What follows belongs to an exercise in optimizing a design on an open flow for small area and a short achievable clock period; a production flow would make more cautious choices. RTL that was checked went through simulation tests only; none was proved equivalent to the original. No activity file was given, so power comes from the tool's default toggle rates.

==> module RAM_slave, before the edit <==
module RAM_slave #(parameter ADDRESS=8, parameter DATA=8, parameter LOCATION=64)(
input PCLK,PRESETn,
input PENABLE,
input PWRITE,
input [ADDRESS-1:0] waddr,
input [ADDRESS-1:0] raddr,
input [DATA-1:0] pwdata,
output [DATA-1:0] prdata
);
localparam AW=$clog2(LOCATION);
reg [DATA-1:0] memory [0:LOCATION-1];
wire wr = PENABLE & PWRITE & (waddr < LOCATION);
genvar g;
generate
for (g=0; g<LOCATION; g=g+1) begin : loc
always @(posedge PCLK or negedge PRESETn)
begin
if(!PRESETn)
memory[g]<='b0;
else if(wr && waddr[AW-1:0]==g)
memory[g]<=pwdata;
end
end
endgenerate
assign prdata = (raddr < LOCATION) ? memory[raddr[AW-1:0]] : {DATA{1'b0}};
endmodule
Settings: LEC_CHECK=0, CAP_MARGIN=20, CORE_MARGIN=2, CORE_UTILIZATION=40, PLACE_DENSITY=0.6, SETUP_SLACK_MARGIN=2.5, SLEW_MARGIN=20; clock period 5.0 ns.
run.sh (not shown) runs the stock make flow with config.mk's settings and CLKGATE_MAP_FILE= SYNTH_SCRIPT=/design/flow/synth_recipe.tcl, a recipe that flattens the netlist after the stock synthesis.
Change:
--- a/flow/design.v
+++ b/flow/design.v
@@ -39,18 +39,32 @@
 output [DATA-1:0] prdata
 );
 localparam AW=$clog2(LOCATION);
 reg [DATA-1:0] memory [0:LOCATION-1];
-wire wr = PENABLE & PWRITE & (waddr < LOCATION);
+reg wr_pend;
+reg [AW-1:0] wr_addr;
+reg [DATA-1:0] wr_data;
+always @(posedge PCLK or negedge PRESETn)
+begin
+if(!PRESETn)
+wr_pend<=1'b0;
+else
+wr_pend<=PENABLE & PWRITE & (waddr < LOCATION);
+end
+always @(posedge PCLK)
+begin
+wr_addr<=waddr[AW-1:0];
+wr_data<=pwdata;
+end
 genvar g;
 generate
 for (g=0; g<LOCATION; g=g+1) begin : loc
 always @(posedge PCLK or negedge PRESETn)
 begin
 if(!PRESETn)
 memory[g]<='b0;
-else if(wr && waddr[AW-1:0]==g)
-memory[g]<=pwdata;
+else if(wr_pend && wr_addr==g)
+memory[g]<=wr_data;
 end
 end
 endgenerate
 assign prdata = (raddr < LOCATION) ? memory[raddr[AW-1:0]] : {DATA{1'b0}};
Fmax climbs by 0.37%.
Utilization is lower by 2.1 points.
Via count fell by 3.8%.
Setup slack improved by 0.0097 ns.
Global-route usage increases by 1.2 points.
Clock-buffer cell count went up by 2.
Final area drops by 4.5%.
Combinational power goes down by 11%.
Register-to-register slack degrades by 0.28 ns.
Sequential share of layout area climbs by 3.1 points.
Area after synthesis goes down by 0.47%.
Worst hold slack gets worse by 0.023 ns.
Cell count decreases by 2.8%.
No run of this note included a check of the RTL's function; only the layout flow was run.

apb_top, a different RTL version from the one above (not shown whole).
Size in the first run: roughly 1600 cells after synthesis, ~36 I/O pins, about 22000 sq um of cells after synthesis.
==> module RAM_slave, before the edit <==
module RAM_slave #(parameter ADDRESS=8, parameter DATA=8, parameter LOCATION=64)(
input PCLK,PRESETn,
input PENABLE,
input PWRITE,
input [ADDRESS-1:0] waddr,
input [ADDRESS-1:0] raddr,
input [DATA-1:0] pwdata,
output [DATA-1:0] prdata
);
reg [DATA-1:0] memory [0:63];
wire wr = PENABLE & PWRITE & (waddr < LOCATION);
wire [7:0] w_row, w_bank;
onehot8 w_row_dec (.en(wr), .a(waddr[2:0]), .y(w_row));
onehot8 w_bank_dec (.en(1'b1), .a(waddr[5:3]), .y(w_bank));
wire [7:0] r_row [0:DATA/2-1];
wire [7:0] r_bank;
genvar k;
generate
for (k=0; k<DATA/2; k=k+1) begin : rdec
onehot8 r_row_dec (.en(1'b1), .a(raddr[2:0]), .y(r_row[k]));
end
endgenerate
onehot8 r_bank_dec (.en(raddr[ADDRESS-1:6] == 0), .a(raddr[5:3]), .y(r_bank));
genvar g, b;
generate
for (g=0; g<64; g=g+1) begin : loc
wire we = w_bank[g/8] & w_row[g%8];
wire nwe = ~(w_bank[g/8] & w_row[g%8]);
wire [DATA-1:0] d;
for (b=0; b<DATA; b=b+1) begin : bc
ram_bit_next nxt (.we(we), .nwe(nwe), .wd(pwdata[b]), .q(memory[g][b]), .d(d[b]));
end
always @(posedge PCLK or negedge PRESETn)
begin
if(!PRESETn)
memory[g]<='b0;
else
memory[g]<=d;
end
end
for (b=0; b<DATA; b=b+1) begin : rbit
wire [7:0] bank_data;
for (g=0; g<8; g=g+1) begin : bank
sel8 s (.sel(r_row[b/2]), .d({memory[8*g+7][b], memory[8*g+6][b], memory[8*g+5][b], memory[8*g+4][b],
                         memory[8*g+3][b], memory[8*g+2][b], memory[8*g+1][b], memory[8*g][b]}),
        .y(bank_data[g]));
end
sel8 s (.sel(r_bank), .d(bank_data), .y(prdata[b]));
end
endgenerate
endmodule
clock: 5.0 ns
lec_check: 0
cap_margin: 20
core_margin: 2
core_utilization: 40
place_density: 0.6
setup_slack_margin: 2.8
slew_margin: 20
synth_hierarchical: 1
Rerun with:
--- a/flow/design.v
+++ b/flow/design.v
@@ -37,31 +37,39 @@
 input [ADDRESS-1:0] raddr,
 input [DATA-1:0] pwdata,
 output [DATA-1:0] prdata
 );
 reg [DATA-1:0] memory [0:63];
-wire wr = PENABLE & PWRITE & (waddr < LOCATION);
+reg wr_pend;
+reg [5:0] wr_addr;
+reg [DATA-1:0] wr_data;
+always @(posedge PCLK or negedge PRESETn)
+begin
+if(!PRESETn)
+wr_pend<=1'b0;
+else
+wr_pend<=PENABLE & PWRITE & (waddr < LOCATION);
+end
+always @(posedge PCLK)
+begin
+wr_addr<=waddr[5:0];
+wr_data<=pwdata;
+end
 wire [7:0] w_row, w_bank;
-onehot8 w_row_dec (.en(wr), .a(waddr[2:0]), .y(w_row));
-onehot8 w_bank_dec (.en(1'b1), .a(waddr[5:3]), .y(w_bank));
-wire [7:0] r_row [0:DATA/2-1];
-wire [7:0] r_bank;
-genvar k;
-generate
-for (k=0; k<DATA/2; k=k+1) begin : rdec
-onehot8 r_row_dec (.en(1'b1), .a(raddr[2:0]), .y(r_row[k]));
-end
-endgenerate
+onehot8 w_row_dec (.en(wr_pend), .a(wr_addr[2:0]), .y(w_row));
+onehot8 w_bank_dec (.en(1'b1), .a(wr_addr[5:3]), .y(w_bank));
+wire [7:0] r_row, r_bank;
+onehot8 r_row_dec (.en(1'b1), .a(raddr[2:0]), .y(r_row));
 onehot8 r_bank_dec (.en(raddr[ADDRESS-1:6] == 0), .a(raddr[5:3]), .y(r_bank));
 genvar g, b;
 generate
 for (g=0; g<64; g=g+1) begin : loc
 wire we = w_bank[g/8] & w_row[g%8];
 wire nwe = ~(w_bank[g/8] & w_row[g%8]);
 wire [DATA-1:0] d;
 for (b=0; b<DATA; b=b+1) begin : bc
-ram_bit_next nxt (.we(we), .nwe(nwe), .wd(pwdata[b]), .q(memory[g][b]), .d(d[b]));
+ram_bit_next nxt (.we(we), .nwe(nwe), .wd(wr_data[b]), .q(memory[g][b]), .d(d[b]));
 end
 always @(posedge PCLK or negedge PRESETn)
 begin
 if(!PRESETn)
 memory[g]<='b0;
@@ -70,11 +78,11 @@
 end
 end
 for (b=0; b<DATA; b=b+1) begin : rbit
 wire [7:0] bank_data;
 for (g=0; g<8; g=g+1) begin : bank
-sel8 s (.sel(r_row[b/2]), .d({memory[8*g+7][b], memory[8*g+6][b], memory[8*g+5][b], memory[8*g+4][b],
+sel8 s (.sel(r_row), .d({memory[8*g+7][b], memory[8*g+6][b], memory[8*g+5][b], memory[8*g+4][b],
                          memory[8*g+3][b], memory[8*g+2][b], memory[8*g+1][b], memory[8*g][b]}),
         .y(bank_data[g]));
 end
 sel8 s (.sel(r_bank), .d(bank_data), .y(prdata[b]));
 end
Outcome: Via count shrinks by 5.8%; sequential cell count grows by 15; register-to-register slack degrades by 240 ps; cell area shrinks by 2.6%; worst setup slack improves by 58 ps; sequential share of layout area grows by 2.4 points; utilization shrinks by 1.3 points.
Function not checked in the first run of this note: the RTL went through the layout flow alone.

## lane 4
apb_top, a different RTL version from the one above (not shown whole).
For scale: ~550 flip-flops, roughly 36 I/O pins, roughly 22,000 sq um of cells after synthesis.
==> module RAM_slave, before the edit <==
module RAM_slave #(parameter ADDRESS=8, parameter DATA=8, parameter LOCATION=64)(
input PCLK,PRESETn,
input PENABLE,
input PWRITE,
input [ADDRESS-1:0] waddr,
input [ADDRESS-1:0] raddr,
input [DATA-1:0] pwdata,
output reg [DATA-1:0] rdata
);
reg [DATA-1:0] memory [0:63];
reg [7:0] w_row, w_bank;    
reg [DATA-1:0] wr_data_n;   
wire [7:0] w_row_d, w_bank_d;
onehot8 w_row_dec (.en(PENABLE & PWRITE & (waddr < LOCATION)), .a(waddr[2:0]), .y(w_row_d));
dec8 w_bank_dec (.a(waddr[5:3]), .y(w_bank_d));
always @(posedge PCLK or negedge PRESETn)
begin
if(!PRESETn)
w_row<=8'b0;
else
w_row<=w_row_d;
end
always @(posedge PCLK)
begin
w_bank<=w_bank_d;
wr_data_n<=~pwdata;
end
wire rd = PENABLE & ~PWRITE;
wire [7:0] r_row [0:DATA-1];
wire [7:0] r_bank;
onehot8 r_bank_dec (.en(rd & (raddr < LOCATION)), .a(raddr[5:3]), .y(r_bank));
genvar g, b;
generate
for (b=0; b<DATA; b=b+1) begin : rdec
dec8 r_row_dec (.a(raddr[2:0]), .y(r_row[b]));
end
for (g=0; g<64; g=g+1) begin : loc
wire [DATA-1:0] d;
ram_row_next #(.DATA(DATA)) nxt (.bank(w_bank[g/8]), .row(w_row[g%8]), .wd_n(wr_data_n), .q(memory[g]), .d(d));
always @(posedge PCLK or negedge PRESETn)
begin
if(!PRESETn)
memory[g]<='b0;
else
memory[g]<=d;
end
end
for (b=0; b<DATA; b=b+1) begin : rbit
wire [7:0] bank_data;
wire rnext;
for (g=0; g<8; g=g+1) begin : bank
sel8 s (.sel(r_row[b]), .d({memory[8*g+7][b], memory[8*g+6][b], memory[8*g+5][b], memory[8*g+4][b],
                         memory[8*g+3][b], memory[8*g+2][b], memory[8*g+1][b], memory[8*g][b]}),
        .y(bank_data[g]));
end
sel8_hold s (.sel(r_bank), .d(bank_data), .hold(~rd), .q(rdata[b]), .y(rnext));
always @(posedge PCLK or negedge PRESETn)
begin
if(!PRESETn)
rdata[b]<=1'b0;
else
rdata[b]<=rnext;
end
end
endgenerate
endmodule
==> module sel8_hold, before the edit <==
module sel8_hold (
input [7:0] sel,
input [7:0] d,
input hold,
input q,
output y
);
assign y = |(sel & d) | (hold & q);
endmodule
clock: 5.0 ns
lec_check: 0
cap_margin: 20
core_margin: 2
core_utilization: 40
place_density: 0.6
setup_slack_margin: 2.8
slew_margin: 20
synth_hierarchical: 1
tns_end_percent: 10
standard.sh (not shown) runs the stock make flow with config.mk's settings and CLKGATE_MAP_FILE= SYNTH_SCRIPT=/design/flow/synth_recipe.tcl, a recipe that flattens the netlist after the stock synthesis.
==> flow/flow/run.sh <==
#!/bin/bash
# The standard layout (standard.sh, synthesis unchanged) with three changes
# to how the layout is made:
#  - the resizer may pick any size of a cell, not only cells of the same footprint
#  - ports are buffered with buf_2 instead of the delay buffer buffer_ports picks
#  - larger clock-sink clusters and no CTS dummy loads
# Each tool's output stays in orfs/logs/; make's output goes to standard.log.
set -e
bash standard.sh \
  MATCH_CELL_FOOTPRINT=0 \
  "BUFFER_PORTS_ARGS=-buffer_cell sky130_fd_sc_hd__buf_2" \
  "CTS_ARGS=-sink_clustering_enable -repair_clock_nets -sink_clustering_size 30 -sink_clustering_max_diameter 100 -dont_use_dummy_load" \
  finish > standard.log 2>&1
--- input diff lane 4..lane 2 ---
--- a/flow/design.v
+++ b/flow/design.v
@@ -48,10 +48,10 @@
 end
 wire rd = PENABLE & ~PWRITE;
-wire [7:0] r_row [0:DATA-1];
+wire [7:0] r_row [0:DATA/2-1];
 wire [7:0] r_bank;
 onehot8 r_bank_dec (.en(rd & (raddr < LOCATION)), .a(raddr[5:3]), .y(r_bank));
 genvar g, b;
 generate
-for (b=0; b<DATA; b=b+1) begin : rdec
+for (b=0; b<DATA/2; b=b+1) begin : rdec
 dec8 r_row_dec (.a(raddr[2:0]), .y(r_row[b]));
 end
@@ -71,9 +71,11 @@
 wire rnext;
 for (g=0; g<8; g=g+1) begin : bank
-sel8 s (.sel(r_row[b]), .d({memory[8*g+7][b], memory[8*g+6][b], memory[8*g+5][b], memory[8*g+4][b],
+sel8 s (.sel(r_row[b/2]), .d({memory[8*g+7][b], memory[8*g+6][b], memory[8*g+5][b], memory[8*g+4][b],
                          memory[8*g+3][b], memory[8*g+2][b], memory[8*g+1][b], memory[8*g][b]}),
         .y(bank_data[g]));
 end
-sel8_hold s (.sel(r_bank), .d(bank_data), .hold(~rd), .q(rdata[b]), .y(rnext));
+wire rsel;
+sel8 s (.sel(r_bank), .d(bank_data), .y(rsel));
+or_hold h (.a(rsel), .hold(~rd), .q(rdata[b]), .y(rnext));
 always @(posedge PCLK or negedge PRESETn)
 begin
@@ -128,12 +130,11 @@
 assign y = |(sel & d);
 endmodule
-module sel8_hold (
-input [7:0] sel,
-input [7:0] d,
+module or_hold (
+input a,
 input hold,
 input q,
 output y
 );
-assign y = |(sel & d) | (hold & q);
+assign y = a | (hold & q);
 endmodule
 module apb_top #(parameter ADDRESS=8, parameter DATA =8, parameter LOCATION=64)(
## What came out
Comparing lane 2 with lane 4, the final worst clock skew came out essentially unchanged. In lane 2 relative to lane 4, area after synthesis had gone down slightly. Compared lane 2 vs lane 4, and relative slew slack is up in lane 2. Per the comparison of lane 2 with lane 4, largest fanout of any net on the critical path now larger; design area now smaller; total congestion overflow after global routing comparable. Library cell contributing the largest single delay on the critical path: nor4b_4 -> lane 4, a22oi_1 -> lane 2.
No functional check of the RTL was part of any run of this note.

==> re-timing with driven ports <==
The results above use ideal ports. As a check the final layouts listed here were re-extracted and re-timed, cells and wires unchanged.
Step 1 assumes that a clkbuf_16 drives the clock port and a buf_2 every other input.
Step 2 times the ports against the registers' clock, not the clock port: input delays grow and output delays shrink by t, the midpoint of the rising clock arrivals with the driver on.
Three values: ideal ports, drivers, drivers and shift; two values: the first two.
run	t (ns)	setup WS [ns]	hold slack, ns	cell pins on the clock port's net
the first run of note 1	0.686	2.370 / 2.378 / 1.692	0.385 / 0.385 / 0.385	1
the second run of note 1	0.687	2.379 / 2.307 / 1.620	0.363 / 0.363 / 0.363	1
the first run of note 2	0.675	2.594 / 2.507 / 1.832	0.381 / 0.381 / 0.381	1
the second run of note 2	0.676	2.653 / 2.547 / 1.871	0.391 / 0.391 / 0.391	1
lane 4	0.641	2.692 / 2.651 / 2.011	0.414 / 0.408 / 0.477	1
lane 2	0.625	2.715 / 2.717 / 2.096	0.401 / 0.394 / 0.451	1
After both steps every run listed still meets setup and hold. For the second run of note 2, which loses most, drivers alone change the setup slack by -0.106 ns; drivers and shift together by -0.782 ns.
